Source: an optimization exercise on an open RTL-to-GDS flow (aim: small area). Production flows keep margins and buffers that such runs may drop.
Where RTL was checked, it was by simulation tests only, not by an equivalence proof against the original.
The RTL of runs 1 to 3 was laid out without a check of its function.
Power is estimated from default activity; no workload was simulated.

### flow/config.mk
export PLATFORM = sky130hd
export DESIGN_NAME = axis_uart_v1_0
export DESIGN_NICKNAME = axis_uart_v1_0
export VERILOG_FILES = /design/flow/design.v
export SDC_FILE = /design/flow/constraint.sdc
export NUM_CORES = 4
export LEC_CHECK = 0
export CAP_MARGIN = 20
export CORE_MARGIN = 2
export CORE_UTILIZATION = 40
export SLEW_MARGIN = 20
### flow/constraint.sdc
create_clock -name core_clock -period 8.0 [get_ports {aclk}]
set_input_delay 1.6000 -clock core_clock [delete_from_list [all_inputs] [get_ports {aclk}]]
set_output_delay 1.6000 -clock core_clock [all_outputs]
set_load 0.01 [all_outputs]
### flow/design.v
`timescale 1ns / 1ps
module axis_uart_v1_0 #(
	parameter integer BAUD_PRESCALER = 10,
	parameter integer PARITY = 0,
	parameter integer BYTE_SIZE = 8,
	parameter integer STOP_BITS = 0,
	parameter integer FIFO_DEPTH = 16,
	parameter integer FLOW_CONTROL = 1,
	parameter integer DYNAMIC_CONFIG = 1
)
(
	input wire aclk,
	input wire aresetn,
	input wire [23:0]s_axis_config_tdata,
	input wire s_axis_config_tvalid,
	output wire s_axis_config_tready,
	input wire [15:0]s_axis_tdata,
	input wire s_axis_tvalid,
	output wire s_axis_tready,
	output wire [15:0]m_axis_tdata,
	output wire m_axis_tuser,
	output wire m_axis_tvalid,
	input wire m_axis_tready,
	output wire tx,
	input wire rx,
	output wire rts,
	input wire cts
);
localparam S_IDLE  = 3'd0;
localparam S_START = 3'd1;
localparam S_BYTE  = 3'd2;
localparam S_PAR   = 3'd3;
localparam S_STOP  = 3'd4;
localparam S_END   = 3'd5;
localparam S_END2  = 3'd6;	 
reg [15:0]prescaler;
reg [2:0]parity;
reg [3:0]byte_size;
reg stop_bits;
reg [2:0]tx_state;
reg [2:0]rx_state;
wire tx_idle = (tx_state == S_IDLE);
wire rx_idle = (rx_state == S_IDLE);
assign s_axis_config_tready = tx_idle & rx_idle;
always @(posedge aclk) begin
	if (!aresetn) begin
		prescaler <= BAUD_PRESCALER;
		parity <= PARITY;
		byte_size <= BYTE_SIZE;
		stop_bits <= STOP_BITS;
	end else if (s_axis_config_tvalid & tx_idle & rx_idle) begin
		prescaler <= s_axis_config_tdata[15:0];
		parity <= s_axis_config_tdata[18:16];
		byte_size <= s_axis_config_tdata[22:19];
		stop_bits <= s_axis_config_tdata[23];
	end
end
wire par_none = (parity == 3'd0);
wire par_calc = (parity == 3'd1) | (parity == 3'd2);	 
wire par_init1 = (parity == 3'd2) | (parity == 3'd3);	 
wire par_init0 = (parity == 3'd1) | (parity == 3'd4);	 
reg [16*15-1:0]tf_mem;
reg [4:0]tf_cnt;
reg tx_m_ready;
wire tf_valid = |tf_cnt;
wire tf_wr = s_axis_tvalid & ~tf_cnt[4];
wire tf_rd = tf_valid & tx_m_ready;
reg [14:0]tf_dout;
integer k;
always @(*) begin
	tf_dout = 15'd0;
	for (k = 0; k < 16; k = k + 1)
		tf_dout = tf_dout | (tf_mem[k*15 +: 15] & {15{tf_cnt == k + 1}});
end
assign s_axis_tready = ~tf_cnt[4];
always @(posedge aclk) begin
	tf_mem <= (tf_mem & {240{~tf_wr}}) | ({tf_mem[15*15-1:0], s_axis_tdata[14:0]} & {240{tf_wr}});
end
always @(posedge aclk) begin
	if (!aresetn)
		tf_cnt <= 5'd0;
	else
		tf_cnt <= tf_cnt + {4'd0, tf_wr} - {4'd0, tf_rd};
end
reg [15:0]tx_pcnt;
wire [15:0]tx_pcnt_inc = tx_pcnt + 16'd1;
wire tx_stb = (tx_pcnt_inc == prescaler);
wire tx_pre_en = ~tx_idle & ~((tx_state == S_END) & tx_m_ready);
always @(posedge aclk) begin
	if (!aresetn | ~tx_pre_en | tx_stb)
		tx_pcnt <= 16'd0;
	else
		tx_pcnt <= tx_pcnt_inc;
end
reg [14:0]tx_data;
reg [3:0]tx_cnt;
reg tx_par;
reg txd_out;
wire [3:0]tx_cnt_inc = tx_cnt + 4'd1;
wire tx_bit = tx_data[tx_cnt];
assign tx = txd_out;
always @(posedge aclk) begin
	if (!aresetn) begin
		tx_m_ready <= 1'b0;
		tx_cnt <= 4'd0;
		tx_state <= S_IDLE;
	end else begin
		case (tx_state)
		S_IDLE: begin
			if (!tx_m_ready) begin
				if (!cts)
					tx_m_ready <= 1'b1;
			end else if (tf_valid) begin
				tx_m_ready <= 1'b0;
				tx_state <= S_START;
			end
		end
		S_START: begin
			if (tx_stb)
				tx_state <= S_BYTE;
		end
		S_BYTE: begin
			if (tx_stb) begin
				if (tx_cnt_inc == byte_size) begin
					tx_cnt <= 4'd0;
					tx_state <= par_none ? S_STOP : S_PAR;
				end else begin
					tx_cnt <= tx_cnt_inc;
				end
			end
		end
		S_PAR: begin
			if (tx_stb)
				tx_state <= S_STOP;
		end
		S_STOP: begin
			if (tx_stb) begin
				if (!stop_bits) begin
					tx_state <= S_END;
				end else if (tx_cnt[0]) begin
					tx_cnt <= 4'd0;
					tx_state <= S_END;
				end else begin
					tx_cnt <= 4'd1;
				end
			end
		end
		default: begin	 
			if (!tx_m_ready) begin
				tx_m_ready <= 1'b1;
			end else begin
				tx_m_ready <= 1'b0;
				tx_state <= tf_valid ? S_START : S_IDLE;
			end
		end
		endcase
	end
end
always @(posedge aclk) begin
	if (tf_rd)
		tx_data <= tf_dout;
end
always @(posedge aclk) begin
	if (!aresetn) begin
		txd_out <= 1'b0;
	end else begin
		case (tx_state)
		S_START: txd_out <= 1'b0;
		S_BYTE:  txd_out <= tx_bit;
		S_PAR:   txd_out <= tx_par;
		default: txd_out <= 1'b1;
		endcase
	end
end
always @(posedge aclk) begin
	if (tx_state == S_BYTE) begin
		if (tx_stb & par_calc)
			tx_par <= tx_par ^ tx_bit;
	end else if (tx_state != S_PAR) begin
		if (par_init1)
			tx_par <= 1'b1;
		else if (par_init0)
			tx_par <= 1'b0;
	end
end
reg rxd_in;
reg rxd_d;
reg rtsn_out;
wire rx_fall = ~rxd_in & rxd_d;
reg [16*16-1:0]rf_mem;
reg [4:0]rf_cnt;
wire rf_valid = |rf_cnt;
wire rf_wr = (rx_state == S_END2) & ~rf_cnt[4];
wire rf_rd = rf_valid & m_axis_tready;
reg [15:0]rf_dout;
always @(*) begin
	rf_dout = 16'd0;
	for (k = 0; k < 16; k = k + 1)
		rf_dout = rf_dout | (rf_mem[k*16 +: 16] & {16{rf_cnt == k + 1}});
end
assign m_axis_tvalid = rf_valid;
assign m_axis_tdata = {1'b0, rf_dout[14:0]};
assign m_axis_tuser = rf_dout[15];
assign rts = rtsn_out;
reg [14:0]rx_data;
reg rx_par;
reg rx_par_rcv;
always @(posedge aclk) begin
	rf_mem <= (rf_mem & {256{~rf_wr}}) | ({rf_mem[15*16-1:0], rx_par ^ rx_par_rcv, rx_data} & {256{rf_wr}});
end
always @(posedge aclk) begin
	if (!aresetn)
		rf_cnt <= 5'd0;
	else
		rf_cnt <= rf_cnt + {4'd0, rf_wr} - {4'd0, rf_rd};
end
always @(posedge aclk) begin
	if (!aresetn) begin
		rxd_in <= 1'b0;
		rtsn_out <= 1'b1;
	end else begin
		rxd_in <= rx;
		rtsn_out <= (rf_cnt >= 5'd15);
	end
	rxd_d <= rxd_in;
end
reg rx_pre_en;
reg [15:0]rx_pcnt;
wire [15:0]rx_pcnt_inc = rx_pcnt + 16'd1;
wire rx_stb = (rx_pcnt_inc == prescaler);
wire rx_half = (rx_pcnt_inc == {1'b0, prescaler[15:1]});
always @(posedge aclk) begin
	if (!aresetn | ~rx_pre_en | rx_stb)
		rx_pcnt <= 16'd0;
	else
		rx_pcnt <= rx_pcnt_inc;
end
reg [15:0]bit_cnt;
wire bit_rec = (bit_cnt >= {1'b0, prescaler[15:1]});
always @(posedge aclk) begin
	if (!aresetn | rx_idle | rx_stb)
		bit_cnt <= 16'd0;
	else
		bit_cnt <= bit_cnt + {15'd0, rxd_in};
end
reg [3:0]rx_cnt;
wire [3:0]rx_cnt_inc = rx_cnt + 4'd1;
always @(posedge aclk) begin
	if (!aresetn) begin
		rx_pre_en <= 1'b0;
		rx_par_rcv <= 1'b0;
		rx_state <= S_IDLE;
	end else begin
		case (rx_state)
		S_IDLE: begin
			rx_pre_en <= rx_fall;
			if (rx_fall)
				rx_state <= S_START;
		end
		S_START: begin
			if (rx_stb)
				rx_state <= bit_rec ? S_IDLE : S_BYTE;
		end
		S_BYTE: begin
			if (rx_stb & (rx_cnt_inc == byte_size))
				rx_state <= par_none ? S_STOP : S_PAR;
		end
		S_PAR: begin
			if (rx_stb) begin
				rx_par_rcv <= bit_rec;
				rx_state <= S_STOP;
			end
		end
		S_STOP: begin
			if (rx_half)
				rx_state <= S_END;
		end
		S_END: begin
			rx_pre_en <= 1'b0;
			rx_state <= S_END2;
		end
		default: begin	 
			rx_pre_en <= 1'b0;
			rx_state <= S_IDLE;
		end
		endcase
	end
end
always @(posedge aclk) begin
	if (rx_state == S_START) begin
		rx_cnt <= 4'd0;
	end else if ((rx_state == S_BYTE) & rx_stb) begin
		rx_cnt <= rx_cnt_inc;
	end
end
integer i;
always @(posedge aclk) begin
	if ((rx_state == S_START) & rx_stb) begin
		rx_data <= 15'd0;
	end else if ((rx_state == S_BYTE) & rx_stb) begin
		for (i = 0; i < 15; i = i + 1)
			if (rx_cnt == i)
				rx_data[i] <= bit_rec;
	end
end
always @(posedge aclk) begin
	if (!aresetn) begin
		rx_par <= 1'b0;
	end else begin
		case (rx_state)
		S_BYTE: begin
			if (rx_stb & par_calc)
				rx_par <= rx_par ^ bit_rec;
		end
		S_PAR, S_STOP, S_END, S_END2: ;
		default: begin
			if (par_init1)
				rx_par <= 1'b1;
			else if (par_init0)
				rx_par <= 1'b0;
		end
		endcase
	end
end
endmodule
### flow/run.sh
#!/bin/bash
# synth_recipe.tcl (not shown) runs the flow's synth.tcl, then flattens the netlist and writes it again
# the make line also repeats each setting of config.mk as NAME=value (left out here)
make -C /OpenROAD-flow-scripts/flow DESIGN_CONFIG=/design/flow/config.mk WORK_HOME=/design/flow/orfs CLKGATE_MAP_FILE= SYNTH_SCRIPT=/design/flow/synth_recipe.tcl finish
==> results of run 1 <==
==> where the power goes <==
| group | switching [W] | internal, W |
|---|---|---|
| Sequential | 0.000276 | 0.00399 |
| Combinational | 0.000988 | 0.000721 |
| Clock | 0.00129 | 0.00180 |
==> logic make-up (layout without fill, tap and decap cells) <==
logic type	Yosys count	after routing	synth area share, %
buffers and inverters	156	273	2.46
adders and majority gates	44	44	2.22
AOI/OAI and AO/OA	392	392	11.8
and+or+nand+nor	443	443	8.93
DFF	631	631	69.8
other	1	1	0.0147
xor gates and xnor gates	105	105	4.21
muxes	9	9	0.556
==> per-layer routing <==
layer	share of wire [%]	vias up
met3	7.7	94
met4	2.2	0
li1	-	7129
met1	44	7895
met2	46	647
met5	0	-
==> worst max-delay path, cell delays in order, from the launching register on <==
cell and delay [ns]:
sky130_fd_sc_hd__dfxtp_1 0.57, sky130_fd_sc_hd__nand2_1 0.20, sky130_fd_sc_hd__nor2_1 0.85, sky130_fd_sc_hd__buf_4 0.38, sky130_fd_sc_hd__a22o_1 0.15, sky130_fd_sc_hd__a221oi_1 0.04
sky130_fd_sc_hd__nand4_1 0.20, sky130_fd_sc_hd__clkdlybuf4s50_1 0.57
==> Yosys cell counts (all sizes together), types with 9 or more instances <==
master  count
a31oi       9
a21o       11
dfxtp     119
nor2b      10
a21oi      57
xnor3      11
inv        58
edfxtp    512
a222oi     30
ha         42
nand3      38
clkbuf     80
nor3       25
o21ai      22
nor2      106
o31ai      13
and2        9
and3       18
xnor2      63
a22o       65
nand4b     14
nand4      60
a221oi     67
a22oi      73
buf        17
nand2     116
xor2       31
nor4       12
==> worst max-delay path by stage <==
| stage | from | endpoint | slack, ns |
|---|---|---|---|
| floorplan | s_axis_tvalid | flip-flop | 1.10 |
| global placement | rf_cnt[1]$_SDFF_PN0_ | m_axis_tuser | 3.43 |
| detailed placement | rf_cnt[0]$_SDFF_PN0_ | m_axis_tdata[2] | 3.46 |
| CTS | rf_cnt[0]$_SDFF_PN0_ | m_axis_tdata[3] | 2.81 |
| global route | rf_cnt[0]$_SDFF_PN0_ | m_axis_tdata[2] | 2.67 |
| finish | rf_cnt[0]$_SDFF_PN0_ | m_axis_tdata[2] | 2.84 |
==> layout make-up <==
| cell class | count | share of cell area (%) |
|---|---|---|
| multi-input combinational | 994 | 24.4 |
| clock inverter | 38 | 1.18 |
| clock buffer | 85 | 6.29 |
| inverter | 59 | 0.808 |
| timing repair buffer | 91 | 3.02 |
| tap | 846 | 3.62 |
| sequential | 631 | 60.7 |
==> through the flow <==
step	total power, W	area (sq um)	hold slack, ns
after detailed placement	0.00603	27000	0.426
after global routing	0.00949	29300	0.448
final	0.00907	29300	0.429
after global placement	0.00599	27000	0.420
after floorplan	0.00533	25400	0.365
after CTS	0.00916	29200	0.437
==> impl_metrics.prom, run 1 <==
# TYPE chip_impl_metric gauge
chip_impl_info{name="status",value="complete, no violations"} 1
chip_impl_metric{name="fin_worst_skew",unit="ns"} 0.0245
chip_impl_metric{name="vias",unit=""} 15800
chip_impl_metric{name="max_cap_viol_count",unit=""} 0
chip_impl_metric{name="cts_inserted_buffers",unit=""} 68
chip_impl_metric{name="timing_max_transition_violations_final",unit=""} 0
chip_impl_metric{name="fin_ws",unit="ns"} 2.84
chip_impl_metric{name="synthToLayoutAreaGrowth",unit="%"} 15.0
chip_impl_metric{name="post-place-ws",unit="ns"} 3.46
chip_impl_info{name="clock-root-buffer",value="sky130_fd_sc_hd__clkbuf_16"} 1
chip_impl_metric{name="top_level_ports",unit=""} 69
chip_impl_metric{name="yosysWarnings",unit=""} 1
chip_impl_metric{name="buffer_ports.inserted",unit=""} 66
chip_impl_metric{name="yosys.area.top_type_share",unit="%"} 60.4
chip_impl_metric{name="critPathArrivalTime",unit="ns"} 3.56
chip_impl_metric{name="mappedNetlistNets",unit=""} 1872
chip_impl_info{name="yosys-top-cells-area",value="sky130_fd_sc_hd__edfxtp_1 60%, sky130_fd_sc_hd__dfxtp_1 9.4%, sky130_fd_sc_hd__a221oi_1 2.3%"} 1
chip_impl_metric{name="fill_cells",unit=""} 5527
chip_impl_metric{name="timing.setup.tns",unit="ns"} 0
chip_impl_metric{name="critical_path_peak_fanout",unit=""} 9
chip_impl_info{name="cp-end-kind",value="primary output"} 1
chip_impl_metric{name="worst_slew_margin_rel",unit="%"} 24.1
chip_impl_metric{name="area.sequential",unit="sq um"} 17800
chip_impl_info{name="cts_tree",value="built"} 1
chip_impl_metric{name="drcViolationCount",unit=""} 0
chip_impl_info{name="synthDominantAreaCellType",value="sky130_fd_sc_hd__edfxtp_1"} 1
chip_impl_metric{name="initial_utilization",unit="%"} 40.4
chip_impl_info{name="most-common-layout-cells",value="512 x sky130_fd_sc_hd__edfxtp_1, 119 x sky130_fd_sc_hd__dfxtp_1, 116 x sky130_fd_sc_hd__nand2_1"} 1
chip_impl_metric{name="design.core.area",unit="sq um"} 63000
chip_impl_metric{name="htree_num_levels",unit=""} 3
chip_impl_info{name="r2r_end",value="rx_data[7]$_SDFFE_PP0P_"} 1
chip_impl_metric{name="vdd.ir_drop.worst",unit="uV"} 174
chip_impl_metric{name="detailedRoute.firstIterationViolations",unit=""} 1751
chip_impl_metric{name="layout-drive-gt1-share",unit="%"} 8.11
chip_impl_metric{name="final_min_period_over_clock_period",unit="%"} 64.5
chip_impl_metric{name="drt-wirelength-per-cell",unit="um"} 21.9
chip_impl_metric{name="grt_antenna_before_repair",unit=""} 1
chip_impl_metric{name="post_cts_hold_buffer_count",unit=""} 0
chip_impl_metric{name="die_width",unit="um"} 256
chip_impl_metric{name="seq_total_area_yosys",unit="%"} 69.8
chip_impl_metric{name="post_cts_resized",unit=""} 0
chip_impl_metric{name="setup_bufs_post_cts",unit=""} 0
chip_impl_metric{name="die_footprint",unit="sq um"} 65700
chip_impl_metric{name="grt-ovfl-total",unit=""} 0
chip_impl_metric{name="use_met1",unit="%"} 25.5
chip_impl_info{name="hp_class",value="flip-flop to flip-flop"} 1
chip_impl_metric{name="worst_r2r_path_depth",unit=""} 9
chip_impl_metric{name="grt_max_degree",unit=""} 161
chip_impl_info{name="global_route.peak_usage_layer",value="met2"} 1
chip_impl_metric{name="clock_path_buffers",unit=""} 3
chip_impl_metric{name="layout_min_cycle_time",unit="ns"} 5.16
chip_impl_metric{name="chipHeight",unit="um"} 256
chip_impl_metric{name="achievable-frequency",unit="MHz"} 194
chip_impl_metric{name="grtUsageMet2",unit="%"} 27.9
chip_impl_metric{name="synth_edf_count",unit=""} 512
chip_impl_metric{name="ffs_latches_synth",unit=""} 631
chip_impl_info{name="worst-setup-path-type",value="flip-flop to primary output"} 1
chip_impl_metric{name="multi_input_area",unit="sq um"} 7140
chip_impl_metric{name="routed_via_density",unit=""} 5.75
chip_impl_info{name="crit-reg2reg-launch",value="rx_pcnt[0]$_SDFF_PP0_"} 1
chip_impl_metric{name="timing.final.hold_violations",unit=""} 0
chip_impl_metric{name="routability_congestion_estimate",unit=""} 0.876
chip_impl_info{name="synth-main-ff-cell",value="sky130_fd_sc_hd__edfxtp_1"} 1
chip_impl_metric{name="routed_wirelength",unit="um"} 60000
chip_impl_metric{name="antenna_cells",unit=""} 0
chip_impl_metric{name="fraction_of_synthesis_flops_using_an_asynchronous_set_or_reset_pin",unit="%"} 0
chip_impl_metric{name="place.detailed.instances",unit=""} 2619
chip_impl_metric{name="grt_use_total",unit="%"} 18.1
chip_impl_info{name="min-delay-start",value="rx_data[13]$_SDFFE_PP0P_"} 1
chip_impl_metric{name="worst_ep_required_time",unit="ns"} 6.40
chip_impl_metric{name="first_global_vias",unit=""} 15500
chip_impl_metric{name="drt.antenna.violating_nets",unit=""} 0
chip_impl_metric{name="min_path_cells",unit=""} 0
chip_impl_metric{name="fp-row-count",unit=""} 92
chip_impl_metric{name="global_route_wire_length_before_repair",unit="um"} 92700
chip_impl_metric{name="clock_net_sink_count",unit=""} 631
chip_impl_info{name="most_common_cell_after_layout_fill_and_taps_aside",value="sky130_fd_sc_hd__edfxtp_1"} 1
chip_impl_metric{name="powerDensity",unit="nW/um^2"} 310
chip_impl_metric{name="dpl.hpwl",unit="um"} 35500
chip_impl_metric{name="reg2reg_setup_slack",unit="ns"} 3.89
chip_impl_metric{name="finalSetupViolCount",unit=""} 0
chip_impl_metric{name="worst-slew-pin-transition",unit="ns"} 1.14
chip_impl_metric{name="synthesis.area",unit="sq um"} 25400
chip_impl_metric{name="nets",unit=""} 1936
chip_impl_metric{name="syn-mean-instance-area",unit="sq um"} 14.3
chip_impl_metric{name="clk_pin_slew",unit="ns"} 0.06
chip_impl_metric{name="leakagePower",unit="nW"} 9.52
chip_impl_metric{name="ys_types",unit=""} 72
chip_impl_metric{name="dr.pass1.iters",unit=""} 8
chip_impl_metric{name="layout.core_utilization",unit="%"} 46.5
chip_impl_metric{name="globalRouteMet3Util",unit="%"} 3.68
chip_impl_info{name="crit_path_start_kind",value="flip-flop"} 1
chip_impl_metric{name="clock_latency",unit="ns"} 0.61
chip_impl_metric{name="layoutNonFillerInstCount",unit=""} 2744
chip_impl_info{name="unrepaired_setup_endpoints_after_global_routing",value="no"} 1
chip_impl_metric{name="syn_inst",unit=""} 1781
==> run 2, diff against run 1 <==
==> flow/flow/run.sh (new file) <==
#!/bin/bash
# Standard ORFS layout with two changes: port buffers use the smallest buffer,
# and clock tree synthesis uses no dummy loads and smaller clusters.
set -euo pipefail
export BUFFER_PORTS_ARGS="-buffer_cell sky130_fd_sc_hd__buf_1"
export CTS_ARGS="-sink_clustering_enable -repair_clock_nets -dont_use_dummy_load -buf_list sky130_fd_sc_hd__clkbuf_16 -sink_clustering_size 30 -sink_clustering_max_diameter 60"
bash standard.sh > standard_flow.log 2>&1
==> flow/standard.sh (new file) <==
#!/bin/bash
# synth_recipe.tcl (not shown) runs the flow's synth.tcl, then flattens the netlist and writes it again
# the make line also repeats each setting of config.mk as NAME=value (left out here)
make -C /OpenROAD-flow-scripts/flow DESIGN_CONFIG=/design/flow/config.mk WORK_HOME=/design/flow/orfs CLKGATE_MAP_FILE= SYNTH_SCRIPT=/design/flow/synth_recipe.tcl "${@:-finish}"
--- a/flow/config.mk
+++ b/flow/config.mk
@@ -7,5 +7,5 @@
 export LEC_CHECK = 0
 export CAP_MARGIN = 20
 export CORE_MARGIN = 2
-export CORE_UTILIZATION = 40
+export CORE_UTILIZATION = 60
 export SLEW_MARGIN = 20
removed: flow/run.sh
==> impl_metrics.prom, run 2 <==
# TYPE chip_impl_metric gauge
chip_impl_metric{name="timing_max_transition_violations_final",unit=""} 0
chip_impl_metric{name="htree_num_levels",unit=""} 2
chip_impl_metric{name="worst_slew_margin_rel",unit="%"} 23.3
chip_impl_metric{name="final_min_period_over_clock_period",unit="%"} 57.9
chip_impl_info{name="synth_common_cells",value="512 x sky130_fd_sc_hd__edfxtp_1, 119 x sky130_fd_sc_hd__dfxtp_1, 116 x sky130_fd_sc_hd__nand2_1"} 1
chip_impl_metric{name="top_level_ports",unit=""} 69
chip_impl_metric{name="fin_worst_skew",unit="ns"} 0.0538
chip_impl_metric{name="routed_wirelength",unit="um"} 57100
chip_impl_info{name="critPathSlowestCell",value="sky130_fd_sc_hd__nor2_1"} 1
chip_impl_info{name="yosys-top-cells-area",value="sky130_fd_sc_hd__edfxtp_1 60%, sky130_fd_sc_hd__dfxtp_1 9.4%, sky130_fd_sc_hd__a221oi_1 2.3%"} 1
chip_impl_metric{name="die_width",unit="um"} 210
chip_impl_metric{name="initial_utilization",unit="%"} 60.7
chip_impl_metric{name="ys_types",unit=""} 72
chip_impl_metric{name="min_path_cells",unit=""} 0
chip_impl_metric{name="synth_edf_count",unit=""} 512
chip_impl_metric{name="design.core.area",unit="sq um"} 41900
chip_impl_metric{name="drt.antenna.violating_nets",unit=""} 0
chip_impl_metric{name="post-place-ws",unit="ns"} 3.95
chip_impl_metric{name="post_cts_resized",unit=""} 0
chip_impl_info{name="cp-end-kind",value="primary output"} 1
chip_impl_metric{name="vias",unit=""} 15600
chip_impl_metric{name="synthesis.area",unit="sq um"} 25400
chip_impl_metric{name="buffer_ports.inserted",unit=""} 66
chip_impl_info{name="most-common-layout-cells",value="512 x sky130_fd_sc_hd__edfxtp_1, 119 x sky130_fd_sc_hd__dfxtp_1, 116 x sky130_fd_sc_hd__nand2_1"} 1
chip_impl_info{name="worst-setup-path-type",value="flip-flop to primary output"} 1
chip_impl_metric{name="powerDensity",unit="nW/um^2"} 282
chip_impl_metric{name="finalHoldWorstSlack",unit="ns"} 0.413
chip_impl_metric{name="timing.final.hold_violations",unit=""} 0
chip_impl_metric{name="fraction_of_synthesis_flops_using_an_asynchronous_set_or_reset_pin",unit="%"} 0
chip_impl_metric{name="clock_latency",unit="ns"} 0.59
chip_impl_metric{name="critPathMaxStageDelay",unit="ns"} 0.74
chip_impl_metric{name="die_footprint",unit="sq um"} 44100
chip_impl_metric{name="chipHeight",unit="um"} 210
chip_impl_metric{name="layoutNonFillerInstCount",unit=""} 2358
chip_impl_info{name="synth-main-ff-cell",value="sky130_fd_sc_hd__edfxtp_1"} 1
chip_impl_metric{name="dpl.hpwl",unit="um"} 35500
chip_impl_info{name="cts_tree",value="built"} 1
chip_impl_info{name="clock-root-buffer",value="sky130_fd_sc_hd__clkbuf_16"} 1
chip_impl_metric{name="drt-wirelength-per-cell",unit="um"} 24.2
chip_impl_metric{name="routed_via_density",unit=""} 6.61
chip_impl_metric{name="seq_total_area_yosys",unit="%"} 69.8
chip_impl_metric{name="syn_inst",unit=""} 1781
chip_impl_info{name="synth_most_common_cell",value="sky130_fd_sc_hd__edfxtp_1"} 1
chip_impl_metric{name="totalPowerFinal",unit="W"} 0.00771
chip_impl_metric{name="grt_use_total",unit="%"} 25.9
chip_impl_metric{name="synthToLayoutAreaGrowth",unit="%"} 7.26
chip_impl_metric{name="fin_ws",unit="ns"} 3.37
chip_impl_metric{name="critical_path_peak_fanout",unit=""} 9
chip_impl_metric{name="clock_net_sink_count",unit=""} 631
chip_impl_metric{name="drcViolationCount",unit=""} 0
chip_impl_metric{name="global_route_wire_length_before_repair",unit="um"} 87000
chip_impl_metric{name="yosys.area.top_type_share",unit="%"} 60.4
chip_impl_metric{name="cts_inserted_buffers",unit=""} 41
chip_impl_metric{name="setup_bufs_post_cts",unit=""} 0
chip_impl_metric{name="ffs_latches_synth",unit=""} 631
chip_impl_metric{name="clk_pin_slew",unit="ns"} 0.09
chip_impl_info{name="crit_path_start_kind",value="flip-flop"} 1
chip_impl_metric{name="achievable-frequency",unit="MHz"} 216
chip_impl_metric{name="max_cap_viol_count",unit=""} 0
chip_impl_info{name="most_common_cell_after_layout_fill_and_taps_aside",value="sky130_fd_sc_hd__edfxtp_1"} 1
chip_impl_metric{name="fp-row-count",unit=""} 75
chip_impl_metric{name="grt_max_degree",unit=""} 162
chip_impl_metric{name="place.detailed.instances",unit=""} 2317
chip_impl_metric{name="layout_min_cycle_time",unit="ns"} 4.63
chip_impl_info{name="unrepaired_setup_endpoints_after_global_routing",value="no"} 1
chip_impl_metric{name="detailedRoute.firstIterationViolations",unit=""} 1678
chip_impl_metric{name="fill_cells",unit=""} 3025
chip_impl_metric{name="worst_ep_required_time",unit="ns"} 6.40
chip_impl_metric{name="dr.pass1.iters",unit=""} 5
chip_impl_metric{name="grt-ovfl-total",unit=""} 0
chip_impl_metric{name="worst_r2r_path_depth",unit=""} 9
chip_impl_info{name="hp_class",value="flip-flop to flip-flop"} 1
chip_impl_metric{name="yosysWarnings",unit=""} 1
chip_impl_metric{name="nets",unit=""} 1912
chip_impl_metric{name="syn-mean-instance-area",unit="sq um"} 14.3
chip_impl_metric{name="worst-slew-pin-transition",unit="ns"} 1.15
chip_impl_metric{name="vdd.ir_drop.worst",unit="uV"} 257
chip_impl_metric{name="post_cts_hold_buffer_count",unit=""} 0
chip_impl_metric{name="grt_antenna_before_repair",unit=""} 0
chip_impl_metric{name="routability_congestion_estimate",unit=""} 0.879
chip_impl_info{name="status",value="complete, no violations"} 1
chip_impl_metric{name="critPathArrivalTime",unit="ns"} 3.03
chip_impl_info{name="crit_path_cell_trace",value="inv_1 -> ha_1 -> nand2_1 -> nor2_1 -> buf_4 -> a22o_1 -> a221oi_1 -> nand4_1 -> buf_1"} 1
chip_impl_metric{name="antenna_cells",unit=""} 0
chip_impl_metric{name="leakagePower",unit="nW"} 8.79
chip_impl_metric{name="first_global_vias",unit=""} 14900
chip_impl_metric{name="finalSetupViolCount",unit=""} 0
chip_impl_metric{name="layout-drive-gt1-share",unit="%"} 5.72
chip_impl_metric{name="mappedNetlistNets",unit=""} 1872
chip_impl_metric{name="timing.setup.tns",unit="ns"} 0
chip_impl_info{name="synthDominantAreaCellType",value="sky130_fd_sc_hd__edfxtp_1"} 1
chip_impl_metric{name="clock_path_buffers",unit=""} 3
## run 2: final cells by class
cell class | count | area (sq um) | share of cell area, %
multi-input combinational | 994 | 7140 | 26.2
tap | 539 | 674 | 2.47
clock buffer | 41 | 1030 | 3.76
sequential | 631 | 17800 | 65.1
timing repair buffer | 94 | 462 | 1.69
inverter | 59 | 236 | 0.866
## run 2: report_power, final
part	switching [W]	total [W]	internal, W
Clock	0.00100	0.00191	0.000909
Sequential	0.000271	0.00426	0.00399
Combinational	0.000960	0.00154	0.000580
## run 2: critical path, delay by kind of cell, from the launching register on
family | cells | cell delay (ns)
compound gates | 2 | 0.25
fa+ha+maj | 1 | 0.21
buf+inv | 3 | 0.63
flops | 1 | 0.35
simple gates | 3 | 1.01
## run 2: cells by family after synthesis
group	synth area share, %
and+or+nand+nor	8.93
DFF	69.8
muxes	0.556
buffers and inverters	2.46
adders and majority gates	2.22
other	0.0147
xor gates and xnor gates	4.21
AOI/OAI and AO/OA	11.8
## run 2: path summary, 6_finish.rpt
check / start / to / slack, ns
hold / removal: rx_data[4]$_SDFFE_PP0P_ / flip-flop / 0.41
setup / recovery: rf_cnt[2]$_SDFF_PN0_ / m_axis_tdata[12] / 3.37
hold reg to reg: rx_data[4]$_SDFFE_PP0P_ / flip-flop / 0.41
setup reg to reg: rx_pcnt[0]$_SDFF_PP0_ / rx_data[4]$_SDFFE_PP0P_ / 3.99
## run 2: metal layers
| metal | track usage [%] | up-vias | part of all wire (%) |
|---|---|---|---|
| met5 | 0 | - | 0 |
| met4 | 8.14 | 0 | 2.3 |
| met3 | 3.16 | 86 | 7.1 |
| met2 | 41.1 | 636 | 47 |
| met1 | 37.9 | 7825 | 44 |
| li1 | - | 7030 | - |
## run 2: stage by stage
stage	area (sq um)	util [%]
after global routing	27300	65.1
final	27300	65.1
after detailed placement	26300	62.6
after floorplan	25400	-
after global placement	26300	62.6
after CTS	27300	65.1
==> run 3, diff against run 2 <==
==> flow/flow/run.sh (replaced) <==
#!/bin/bash
# Standard ORFS layout with two changes: port buffers use the smallest buffer,
# and clock tree synthesis uses no dummy loads and smaller clusters.
set -euo pipefail
export BUFFER_PORTS_ARGS="-buffer_cell sky130_fd_sc_hd__buf_1"
export CTS_ARGS="-sink_clustering_enable -repair_clock_nets -dont_use_dummy_load -buf_list sky130_fd_sc_hd__clkbuf_8 -sink_clustering_size 16 -sink_clustering_max_diameter 50"
bash standard.sh > standard_flow.log 2>&1
==> impl_metrics.prom, run 3 <==
# TYPE chip_impl_metric gauge
chip_impl_info{name="status",value="complete, no violations"} 1
chip_impl_metric{name="synth_edf_count",unit=""} 512
chip_impl_metric{name="layout-drive-gt1-share",unit="%"} 6.28
chip_impl_metric{name="post_cts_resized",unit=""} 0
chip_impl_metric{name="grt_use_total",unit="%"} 26.0
chip_impl_info{name="synth_most_common_cell",value="sky130_fd_sc_hd__edfxtp_1"} 1
chip_impl_metric{name="final_min_period_over_clock_period",unit="%"} 59.6
chip_impl_info{name="hp_class",value="flip-flop to flip-flop"} 1
chip_impl_info{name="unrepaired_setup_endpoints_after_global_routing",value="no"} 1
chip_impl_metric{name="ffs_latches_synth",unit=""} 631
chip_impl_metric{name="achievable-frequency",unit="MHz"} 210
chip_impl_metric{name="timing_max_transition_violations_final",unit=""} 0
chip_impl_info{name="synth-main-ff-cell",value="sky130_fd_sc_hd__edfxtp_1"} 1
chip_impl_info{name="most-common-layout-cells",value="512 x sky130_fd_sc_hd__edfxtp_1, 119 x sky130_fd_sc_hd__dfxtp_1, 116 x sky130_fd_sc_hd__nand2_1"} 1
chip_impl_metric{name="top_level_ports",unit=""} 69
chip_impl_metric{name="grt-ovfl-total",unit=""} 0
chip_impl_metric{name="critPathMaxStageDelay",unit="ns"} 0.76
chip_impl_metric{name="fraction_of_synthesis_flops_using_an_asynchronous_set_or_reset_pin",unit="%"} 0
chip_impl_info{name="synth_common_cells",value="512 x sky130_fd_sc_hd__edfxtp_1, 119 x sky130_fd_sc_hd__dfxtp_1, 116 x sky130_fd_sc_hd__nand2_1"} 1
chip_impl_metric{name="seq_total_area_yosys",unit="%"} 69.8
chip_impl_metric{name="routed_wirelength",unit="um"} 57300
chip_impl_info{name="clock-root-buffer",value="sky130_fd_sc_hd__clkbuf_8"} 1
chip_impl_metric{name="initial_utilization",unit="%"} 60.7
chip_impl_metric{name="totalPowerFinal",unit="W"} 0.00735
chip_impl_metric{name="vias",unit=""} 15500
chip_impl_metric{name="die_footprint",unit="sq um"} 44100
chip_impl_metric{name="clk_pin_slew",unit="ns"} 0.10
chip_impl_info{name="cp-end-kind",value="primary output"} 1
chip_impl_metric{name="vdd.ir_drop.worst",unit="uV"} 259
chip_impl_info{name="critPathSlowestCell",value="sky130_fd_sc_hd__nor2_1"} 1
chip_impl_metric{name="dpl.hpwl",unit="um"} 35500
chip_impl_metric{name="die_width",unit="um"} 210
chip_impl_metric{name="fin_worst_skew",unit="ns"} 0.0739
chip_impl_info{name="most_common_cell_after_layout_fill_and_taps_aside",value="sky130_fd_sc_hd__edfxtp_1"} 1
chip_impl_metric{name="post_cts_hold_buffer_count",unit=""} 0
chip_impl_info{name="synthDominantAreaCellType",value="sky130_fd_sc_hd__edfxtp_1"} 1
chip_impl_info{name="crit_family",value="simple AND/OR/NAND/NOR gates"} 1
chip_impl_metric{name="ys_types",unit=""} 72
chip_impl_metric{name="critical_path_peak_fanout",unit=""} 10
chip_impl_metric{name="nets",unit=""} 1923
chip_impl_metric{name="critPathArrivalTime",unit="ns"} 3.17
chip_impl_metric{name="drt.antenna.violating_nets",unit=""} 0
chip_impl_metric{name="clock_path_buffers",unit=""} 3
chip_impl_metric{name="antenna_cells",unit=""} 0
chip_impl_metric{name="drt-wirelength-per-cell",unit="um"} 24.2
chip_impl_info{name="yosys-top-cells-area",value="sky130_fd_sc_hd__edfxtp_1 60%, sky130_fd_sc_hd__dfxtp_1 9.4%, sky130_fd_sc_hd__a221oi_1 2.3%"} 1
chip_impl_metric{name="max_cap_viol_count",unit=""} 0
chip_impl_metric{name="yosys.area.top_type_share",unit="%"} 60.4
chip_impl_info{name="cts_tree",value="built"} 1
chip_impl_metric{name="synthesis.area",unit="sq um"} 25400
chip_impl_metric{name="worst-slew-pin-transition",unit="ns"} 1.15
chip_impl_metric{name="fp-row-count",unit=""} 75
chip_impl_metric{name="clock_latency",unit="ns"} 0.66
chip_impl_metric{name="first_global_vias",unit=""} 15000
chip_impl_metric{name="syn-mean-instance-area",unit="sq um"} 14.3
chip_impl_metric{name="timing.critical_path.buf_inv",unit=""} 2
chip_impl_metric{name="layout_min_cycle_time",unit="ns"} 4.77
chip_impl_metric{name="clock_net_sink_count",unit=""} 631
chip_impl_metric{name="syn_inst",unit=""} 1781
chip_impl_metric{name="worst_ep_required_time",unit="ns"} 6.40
chip_impl_metric{name="chipHeight",unit="um"} 210
chip_impl_metric{name="yosysWarnings",unit=""} 1
chip_impl_metric{name="global_route_wire_length_before_repair",unit="um"} 87400
chip_impl_info{name="worst-setup-path-type",value="flip-flop to primary output"} 1
chip_impl_metric{name="leakagePower",unit="nW"} 8.66
chip_impl_metric{name="cts_inserted_buffers",unit=""} 52
chip_impl_metric{name="grt_antenna_before_repair",unit=""} 0
chip_impl_metric{name="htree_num_levels",unit=""} 2
chip_impl_metric{name="drcViolationCount",unit=""} 0
chip_impl_info{name="crit_path_cell_trace",value="nand2b_1 -> nor2_1 -> buf_4 -> a22o_1 -> a221oi_1 -> nand4_1 -> buf_1"} 1
chip_impl_metric{name="worst_slew_margin_rel",unit="%"} 23.3
chip_impl_metric{name="mappedNetlistNets",unit=""} 1872
chip_impl_metric{name="design.core.area",unit="sq um"} 41900
chip_impl_metric{name="grt_max_degree",unit=""} 162
chip_impl_metric{name="timing.final.hold_violations",unit=""} 0
chip_impl_metric{name="timing.setup.tns",unit="ns"} 0
chip_impl_metric{name="routability_congestion_estimate",unit=""} 0.879
chip_impl_info{name="crit_path_start_kind",value="flip-flop"} 1
chip_impl_metric{name="finalSetupViolCount",unit=""} 0
chip_impl_metric{name="routed_via_density",unit=""} 6.56
chip_impl_metric{name="dr.pass1.iters",unit=""} 6
chip_impl_metric{name="powerDensity",unit="nW/um^2"} 272
chip_impl_metric{name="buffer_ports.inserted",unit=""} 66
chip_impl_metric{name="detailedRoute.firstIterationViolations",unit=""} 1741
chip_impl_metric{name="synthToLayoutAreaGrowth",unit="%"} 6.04
chip_impl_metric{name="setup_bufs_post_cts",unit=""} 0
==> run 3: cell types whose count changed in the layout (fill, tap and decap cells not counted), sizes merged <==
cell    delta
clkbuf    +11
==> run 3: power breakdown <==
part / internal, W / switching [W] / total (W)
clock: 0.000580 / 0.000973 / 0.00155
sequential: 0.00398 / 0.000271 / 0.00426
combinational: 0.000580 / 0.000962 / 0.00154
total: 0.00514 / 0.00221 / 0.00735
==> run 3: cell families after synthesis <==
group,Yosys count,synth area share (%)
mux,9,0.556
other cells,1,0.0147
flops,631,69.8
xor+xnor,105,4.21
fa+ha+maj,44,2.22
simple gates,443,8.93
buf+inv,156,2.46
compound gates,392,11.8
==> run 3: through the flow <==
stage / hold slack [ns] / instances / utilization, % / setup slack [ns] / area [sq um]
after floorplan: 0.365 / 1781 / - / 1.10 / 25400
after global placement: 0.417 / 2317 / 62.6 / 3.99 / 26300
after detailed placement: 0.413 / 2317 / 62.6 / 3.95 / 26300
after CTS: 0.402 / 2369 / 64.3 / 3.19 / 27000
after global routing: 0.408 / 2369 / 64.3 / 3.06 / 27000
final: 0.406 / 2369 / 64.3 / 3.23 / 27000
==> run 3: area by class of cell <==
class | instances | area, sq um
Fill cell | 3068 | 15000
Inverter | 59 | 236
Timing Repair Buffer | 94 | 462
Tap cell | 539 | 674
Sequential cell | 631 | 17800
Multi-Input combinational cell | 994 | 7140
Clock buffer | 52 | 716
==> run 3: routing by layer <==
layer | global-route usage, % | wire length, um | vias up
met4 | 8.09 | 1370 | 0
met1 | 37.9 | 25300 | 7767
met5 | 0 | 0 | -
li1 | - | - | 7045
met3 | 3.49 | 4050 | 102
met2 | 41.2 | 26600 | 631
==> run 3: final timing paths <==
kind,startpoint,endpoint,slack (ns),depth (start not counted)
worst max-delay path,rf_cnt[1]$_SDFF_PN0_,m_axis_tdata[12],3.23,7
worst min-delay path,flip-flop,flip-flop,0.41,0
worst max register to register,rx_pcnt[0]$_SDFF_PP0_,rx_data[4]$_SDFFE_PP0P_,4.01,9
worst min register to register,flip-flop,flip-flop,0.41,0
==> run 4, diff against run 3 <==
--- a/flow/design.v
+++ b/flow/design.v
@@ -26,6 +26,7 @@
 	output wire rts,
 	input wire cts
 );
+genvar gi;
 localparam S_IDLE  = 3'd0;
 localparam S_START = 3'd1;
 localparam S_BYTE  = 3'd2;
@@ -76,14 +77,28 @@
 always @(posedge aclk) begin
 	tf_mem <= (tf_mem & {240{~tf_wr}}) | ({tf_mem[15*15-1:0], s_axis_tdata[14:0]} & {240{tf_wr}});
 end
+wire [5:0]tf_up, tf_dn;
+wire [4:0]tf_t;
+assign tf_up[0] = tf_wr & ~tf_rd;
+assign tf_dn[0] = tf_rd & ~tf_wr;
+generate for (gi = 0; gi < 5; gi = gi + 1) begin : g_tfcnt
+	assign tf_up[gi+1] = tf_up[gi] & tf_cnt[gi];
+	assign tf_dn[gi+1] = tf_dn[gi] & ~tf_cnt[gi];
+	assign tf_t[gi] = tf_up[gi] | tf_dn[gi];
+end endgenerate
 always @(posedge aclk) begin
 	if (!aresetn)
 		tf_cnt <= 5'd0;
 	else
-		tf_cnt <= tf_cnt + {4'd0, tf_wr} - {4'd0, tf_rd};
+		tf_cnt <= tf_cnt ^ tf_t;
 end
 reg [15:0]tx_pcnt;
-wire [15:0]tx_pcnt_inc = tx_pcnt + 16'd1;
+wire [16:0]tx_c;
+assign tx_c[0] = 1'b1;
+generate for (gi = 0; gi < 16; gi = gi + 1) begin : g_txinc
+	assign tx_c[gi+1] = tx_c[gi] & tx_pcnt[gi];
+end endgenerate
+wire [15:0]tx_pcnt_inc = tx_pcnt ^ tx_c[15:0];
 wire tx_stb = (tx_pcnt_inc == prescaler);
 wire tx_pre_en = ~tx_idle & ~((tx_state == S_END) & tx_m_ready);
 always @(posedge aclk) begin
@@ -208,11 +223,20 @@
 always @(posedge aclk) begin
 	rf_mem <= (rf_mem & {256{~rf_wr}}) | ({rf_mem[15*16-1:0], rx_par ^ rx_par_rcv, rx_data} & {256{rf_wr}});
 end
+wire [5:0]rf_up, rf_dn;
+wire [4:0]rf_t;
+assign rf_up[0] = rf_wr & ~rf_rd;
+assign rf_dn[0] = rf_rd & ~rf_wr;
+generate for (gi = 0; gi < 5; gi = gi + 1) begin : g_rfcnt
+	assign rf_up[gi+1] = rf_up[gi] & rf_cnt[gi];
+	assign rf_dn[gi+1] = rf_dn[gi] & ~rf_cnt[gi];
+	assign rf_t[gi] = rf_up[gi] | rf_dn[gi];
+end endgenerate
 always @(posedge aclk) begin
 	if (!aresetn)
 		rf_cnt <= 5'd0;
 	else
-		rf_cnt <= rf_cnt + {4'd0, rf_wr} - {4'd0, rf_rd};
+		rf_cnt <= rf_cnt ^ rf_t;
 end
 always @(posedge aclk) begin
 	if (!aresetn) begin
@@ -226,9 +250,16 @@
 end
 reg rx_pre_en;
 reg [15:0]rx_pcnt;
-wire [15:0]rx_pcnt_inc = rx_pcnt + 16'd1;
-wire rx_stb = (rx_pcnt_inc == prescaler);
-wire rx_half = (rx_pcnt_inc == {1'b0, prescaler[15:1]});
+wire rx_step2 = (rx_state == S_STOP);
+wire [16:0]rx_c;
+assign rx_c[0] = 1'b1;
+assign rx_c[1] = rx_step2 | rx_pcnt[0];
+generate for (gi = 1; gi < 16; gi = gi + 1) begin : g_rxinc
+	assign rx_c[gi+1] = rx_c[gi] & rx_pcnt[gi];
+end endgenerate
+wire [15:0]rx_pcnt_inc = {rx_pcnt[15:1] ^ rx_c[15:1], rx_pcnt[0] ^ ~rx_step2};
+wire rx_half = (rx_pcnt_inc[15:1] == prescaler[15:1]);
+wire rx_stb = rx_half & (rx_pcnt_inc[0] == prescaler[0]);
 always @(posedge aclk) begin
 	if (!aresetn | ~rx_pre_en | rx_stb)
 		rx_pcnt <= 16'd0;
@@ -236,12 +267,23 @@
 		rx_pcnt <= rx_pcnt_inc;
 end
 reg [15:0]bit_cnt;
-wire bit_rec = (bit_cnt >= {1'b0, prescaler[15:1]});
+wire [16:0]bc_c;
+assign bc_c[0] = rxd_in;
+generate for (gi = 0; gi < 16; gi = gi + 1) begin : g_bcinc
+	assign bc_c[gi+1] = bc_c[gi] & bit_cnt[gi];
+end endgenerate
+wire [16:0]bc_g;
+wire [15:0]bc_thr = {1'b0, prescaler[15:1]};
+assign bc_g[0] = 1'b1;
+generate for (gi = 0; gi < 16; gi = gi + 1) begin : g_bcge
+	assign bc_g[gi+1] = (bit_cnt[gi] & ~bc_thr[gi]) | (bit_cnt[gi] & bc_g[gi]) | (~bc_thr[gi] & bc_g[gi]);
+end endgenerate
+wire bit_rec = bc_g[16];
 always @(posedge aclk) begin
 	if (!aresetn | rx_idle | rx_stb)
 		bit_cnt <= 16'd0;
 	else
-		bit_cnt <= bit_cnt + {15'd0, rxd_in};
+		bit_cnt <= bit_cnt ^ bc_c[15:0];
 end
 reg [3:0]rx_cnt;
 wire [3:0]rx_cnt_inc = rx_cnt + 4'd1;
==> impl_metrics.prom, run 4 <==
# TYPE chip_impl_metric gauge
chip_impl_metric{name="leakagePower",unit="nW"} 8.70
chip_impl_metric{name="grt_max_degree",unit=""} 109
chip_impl_metric{name="fraction_of_synthesis_flops_using_an_asynchronous_set_or_reset_pin",unit="%"} 0
chip_impl_metric{name="timing_max_transition_violations_final",unit=""} 0
chip_impl_info{name="yosys-top-cells-area",value="sky130_fd_sc_hd__edfxtp_1 63%, sky130_fd_sc_hd__dfxtp_1 9.8%, sky130_fd_sc_hd__a221oi_1 4.5%"} 1
chip_impl_info{name="clock-root-buffer",value="sky130_fd_sc_hd__clkbuf_8"} 1
chip_impl_metric{name="mappedNetlistNets",unit=""} 1705
chip_impl_metric{name="critPathArrivalTime",unit="ns"} 6.27
chip_impl_metric{name="powerDensity",unit="nW/um^2"} 272
chip_impl_metric{name="initial_utilization",unit="%"} 61.1
chip_impl_metric{name="grt-ovfl-total",unit=""} 0
chip_impl_metric{name="synthesis.area",unit="sq um"} 24400
chip_impl_metric{name="ffs_latches_synth",unit=""} 631
chip_impl_metric{name="drt-wirelength-per-cell",unit="um"} 24.1
chip_impl_metric{name="wl_met1",unit="um"} 22900
chip_impl_info{name="hp_class",value="flip-flop to flip-flop"} 1
chip_impl_metric{name="reg2reg_setup_slack",unit="ns"} 2.26
chip_impl_metric{name="post_cts_hold_buffer_count",unit=""} 0
chip_impl_metric{name="ys_types",unit=""} 61
chip_impl_metric{name="clock_path_buffers",unit=""} 3
chip_impl_metric{name="timing.final.hold_violations",unit=""} 0
chip_impl_metric{name="syn-mean-instance-area",unit="sq um"} 15.2
chip_impl_metric{name="clock_latency",unit="ns"} 0.66
chip_impl_info{name="synth_most_common_cell",value="sky130_fd_sc_hd__edfxtp_1"} 1
chip_impl_metric{name="fin_worst_skew",unit="ns"} 0.0449
chip_impl_metric{name="worst_r2r_path_depth",unit=""} 24
chip_impl_metric{name="post_cts_resized",unit=""} 0
chip_impl_metric{name="dpl.hpwl",unit="um"} 33000
chip_impl_metric{name="drcViolationCount",unit=""} 0
chip_impl_metric{name="total_internal_power",unit="W"} 0.00500
chip_impl_metric{name="fp-row-count",unit=""} 73
chip_impl_metric{name="nets",unit=""} 1780
chip_impl_metric{name="clk_pin_slew",unit="ns"} 0.09
chip_impl_metric{name="htree_num_levels",unit=""} 2
chip_impl_metric{name="dr_wl_met2",unit="um"} 25000
chip_impl_metric{name="layout_min_cycle_time",unit="ns"} 5.74
chip_impl_metric{name="power.combinational.fraction",unit="%"} 20.0
chip_impl_metric{name="seq_total_area_yosys",unit="%"} 72.7
chip_impl_info{name="highest_layer",value="met4"} 1
chip_impl_info{name="synth-main-ff-cell",value="sky130_fd_sc_hd__edfxtp_1"} 1
chip_impl_metric{name="finalHoldWorstSlack",unit="ns"} 0.435
chip_impl_metric{name="max_cap_viol_count",unit=""} 0
chip_impl_metric{name="power.net_switching",unit="W"} 0.00211
chip_impl_metric{name="yosysWarnings",unit=""} 1
chip_impl_info{name="unrepaired_setup_endpoints_after_global_routing",value="no"} 1
chip_impl_metric{name="grt_use_total",unit="%"} 25.4
chip_impl_metric{name="worst-slew-pin-transition",unit="ns"} 1.16
chip_impl_info{name="cp-end-kind",value="flip-flop"} 1
chip_impl_metric{name="top_level_ports",unit=""} 69
chip_impl_metric{name="routed_via_density",unit=""} 6.54
chip_impl_metric{name="grt_antenna_before_repair",unit=""} 1
chip_impl_info{name="synth_common_cells",value="512 x sky130_fd_sc_hd__edfxtp_1, 126 x sky130_fd_sc_hd__a221oi_1, 124 x sky130_fd_sc_hd__a22o_1"} 1
chip_impl_metric{name="critical_path_peak_fanout",unit=""} 18
chip_impl_metric{name="synth_edf_count",unit=""} 512
chip_impl_metric{name="cts_inserted_buffers",unit=""} 52
chip_impl_metric{name="switching_share",unit="%"} 29.6
chip_impl_info{name="synthDominantAreaCellType",value="sky130_fd_sc_hd__edfxtp_1"} 1
chip_impl_metric{name="routed_wirelength",unit="um"} 53100
chip_impl_metric{name="global_route_wire_length_before_repair",unit="um"} 81300
chip_impl_metric{name="syn_inst",unit=""} 1605
chip_impl_metric{name="yosys.area.top_type_share",unit="%"} 62.9
chip_impl_metric{name="chipHeight",unit="um"} 206
chip_impl_metric{name="vias",unit=""} 14400
chip_impl_metric{name="synthToLayoutAreaGrowth",unit="%"} 6.89
chip_impl_metric{name="die_width",unit="um"} 206
chip_impl_metric{name="drt.antenna.violating_nets",unit=""} 0
chip_impl_metric{name="design.core.area",unit="sq um"} 40000
chip_impl_info{name="status",value="complete, no violations"} 1
chip_impl_metric{name="vdd.ir_drop.worst",unit="uV"} 181
chip_impl_metric{name="detailedRoute.firstIterationViolations",unit=""} 1350
chip_impl_metric{name="die_footprint",unit="sq um"} 42300
chip_impl_metric{name="min_path_cells",unit=""} 0
chip_impl_metric{name="antenna_cells",unit=""} 0
chip_impl_metric{name="worst_ep_required_time",unit="ns"} 8.53
chip_impl_metric{name="dr_wl_met3",unit="um"} 3810
chip_impl_info{name="cts_tree",value="built"} 1
chip_impl_info{name="crit_path_start_kind",value="flip-flop"} 1
chip_impl_metric{name="worst_slew_margin_rel",unit="%"} 22.7
chip_impl_metric{name="placed_cell_area",unit="sq um"} 25400
chip_impl_metric{name="first_global_vias",unit=""} 13900
chip_impl_metric{name="achievable-frequency",unit="MHz"} 174
chip_impl_metric{name="clock_net_sink_count",unit=""} 631
chip_impl_metric{name="final_instance_area",unit="sq um"} 26100
chip_impl_metric{name="buffer_ports.inserted",unit=""} 66
chip_impl_metric{name="fin_ws",unit="ns"} 2.26
chip_impl_metric{name="routability_congestion_estimate",unit=""} 0.829
chip_impl_metric{name="pwr-share-clk",unit="%"} 21.7
chip_impl_metric{name="timing.setup.tns",unit="ns"} 0
chip_impl_metric{name="dr.pass1.iters",unit=""} 5
chip_impl_metric{name="final_min_period_over_clock_period",unit="%"} 71.7
chip_impl_metric{name="sequentialPowerShare",unit="%"} 58.3
chip_impl_info{name="worst-setup-path-type",value="flip-flop to flip-flop"} 1
chip_impl_metric{name="post-place-ws",unit="ns"} 2.30
chip_impl_metric{name="setup_bufs_post_cts",unit=""} 0
chip_impl_info{name="most_common_cell_after_layout_fill_and_taps_aside",value="sky130_fd_sc_hd__edfxtp_1"} 1
chip_impl_metric{name="finalSetupViolCount",unit=""} 0
chip_impl_metric{name="layout-drive-gt1-share",unit="%"} 7.15
chip_impl_info{name="most-common-layout-cells",value="512 x sky130_fd_sc_hd__edfxtp_1, 126 x sky130_fd_sc_hd__a221oi_1, 124 x sky130_fd_sc_hd__a22o_1"} 1
-- run 4: changes by cell type after synthesis, sizes merged, moves of 30 or more --
cell    change
a221oi     +59
a222oi     -30
a22o       +59
a22oi      -72
and2       +41
inv        -33
nor2       -40
-- run 4: cell type report --
type	instances	area (sq um)
Multi-Input combinational cell	877	6420
Timing Repair Buffer	93	450
Clock buffer	52	716
Tap cell	525	657
Inverter	25	109
Sequential cell	631	17800
Fill cell	2917	13900
-- run 4: through the flow --
step | power, W | instances | utilization, %
3_3_place_gp | 0.00560 | 2151 | 63.5
4_1_cts | 0.00716 | 2203 | 65.2
2_1_floorplan | 0.00511 | 1605 | -
6_report | 0.00711 | 2203 | 65.3
5_1_grt | 0.00745 | 2203 | 65.3
3_5_place_dp | 0.00563 | 2151 | 63.5
-- run 4: cells by family after synthesis --
family	synth area share, %
AOI/OAI and AO/OA	12.2
xor gates and xnor gates	2.26
adders and majority gates	2.71
buffers and inverters	1.57
DFF	72.7
muxes	0.615
other	0.0153
and+or+nand+nor	7.99
-- run 4: final timing paths --
kind / startpoint / to
max reg2reg: rx_state[0]$_SDFFE_PN0P_ / rx_data[7]$_SDFFE_PP0P_
min: flip-flop / flip-flop
min reg2reg: flip-flop / flip-flop
max: rx_state[0]$_SDFFE_PN0P_ / rx_data[7]$_SDFFE_PP0P_
-- run 4: power by group through the flow --
stage               sequential [W]  clock [W]  combinational [W]
CTS                        0.00415    0.00159            0.00142
global placement           0.00421          0            0.00140
finish                     0.00415    0.00154            0.00142
global route               0.00419    0.00170            0.00156
floorplan                  0.00411          0           0.000999
detailed placement         0.00422          0            0.00142
-- run 4: metal layers --
metal / vias to the layer above / track usage (%)
met2: 594 / 40.5
met3: 90 / 4.31
li1: 6494 / -
met4: 0 / 6.96
met5: - / 0
met1: 7220 / 36.5
-- run 4: worst max-delay path, stage by stage, from the launching register on --
cell,delay [ns]
sky130_fd_sc_hd__dfxtp_1,0.55
sky130_fd_sc_hd__nor2_1,0.18
sky130_fd_sc_hd__nand2_1,0.14
sky130_fd_sc_hd__ha_1,0.16
sky130_fd_sc_hd__inv_1,0.04
sky130_fd_sc_hd__ha_1,0.17
sky130_fd_sc_hd__ha_1,0.18
sky130_fd_sc_hd__ha_1,0.19
sky130_fd_sc_hd__ha_1,0.19
sky130_fd_sc_hd__ha_1,0.19
sky130_fd_sc_hd__ha_1,0.18
sky130_fd_sc_hd__ha_1,0.18
sky130_fd_sc_hd__ha_1,0.18
sky130_fd_sc_hd__ha_1,0.18
sky130_fd_sc_hd__ha_1,0.18
sky130_fd_sc_hd__ha_1,0.18
sky130_fd_sc_hd__ha_1,0.18
sky130_fd_sc_hd__ha_1,0.18
sky130_fd_sc_hd__ha_1,0.29
sky130_fd_sc_hd__xnor2_1,0.15
sky130_fd_sc_hd__nand2_1,0.08
sky130_fd_sc_hd__or3_4,0.41
sky130_fd_sc_hd__or4_4,0.65
sky130_fd_sc_hd__a2111oi_0,0.50
sky130_fd_sc_hd__nor3_1,0.08

-- port drivers added, routing unchanged --
No port has a modelled driver above. Below, the same layouts with a new extraction and two added sets of constraints.
Step 1 assumes that a clkbuf_16 drives the clock port and a buf_2 every other input.
Step 2 also shifts input and output timing later by t, the mid clock arrival at the registers, as if the neighbouring blocks saw the same clock.
Three values: ideal, step 1, step 2; two values: the first two.
| run | t, ns | setup WS [ns] | clock arrival spread, ns | worst register clock-pin slew, ns |
|---|---|---|---|---|
| run 1 | 0.659 | 2.840 / 2.778 / 3.437 | 0.029 / 0.030 | 0.06 / 0.06 |
| run 2 | 0.627 | 3.369 / 3.311 / 3.938 | 0.064 / 0.064 | 0.11 / 0.11 |
| run 3 | 0.680 | 3.232 / 3.178 / 3.859 | 0.077 / 0.077 | 0.10 / 0.10 |
| run 4 | 0.689 | 2.261 / 2.261 / 2.261 | 0.045 / 0.046 | 0.10 / 0.10 |
After both steps setup and hold are still met in every run listed.
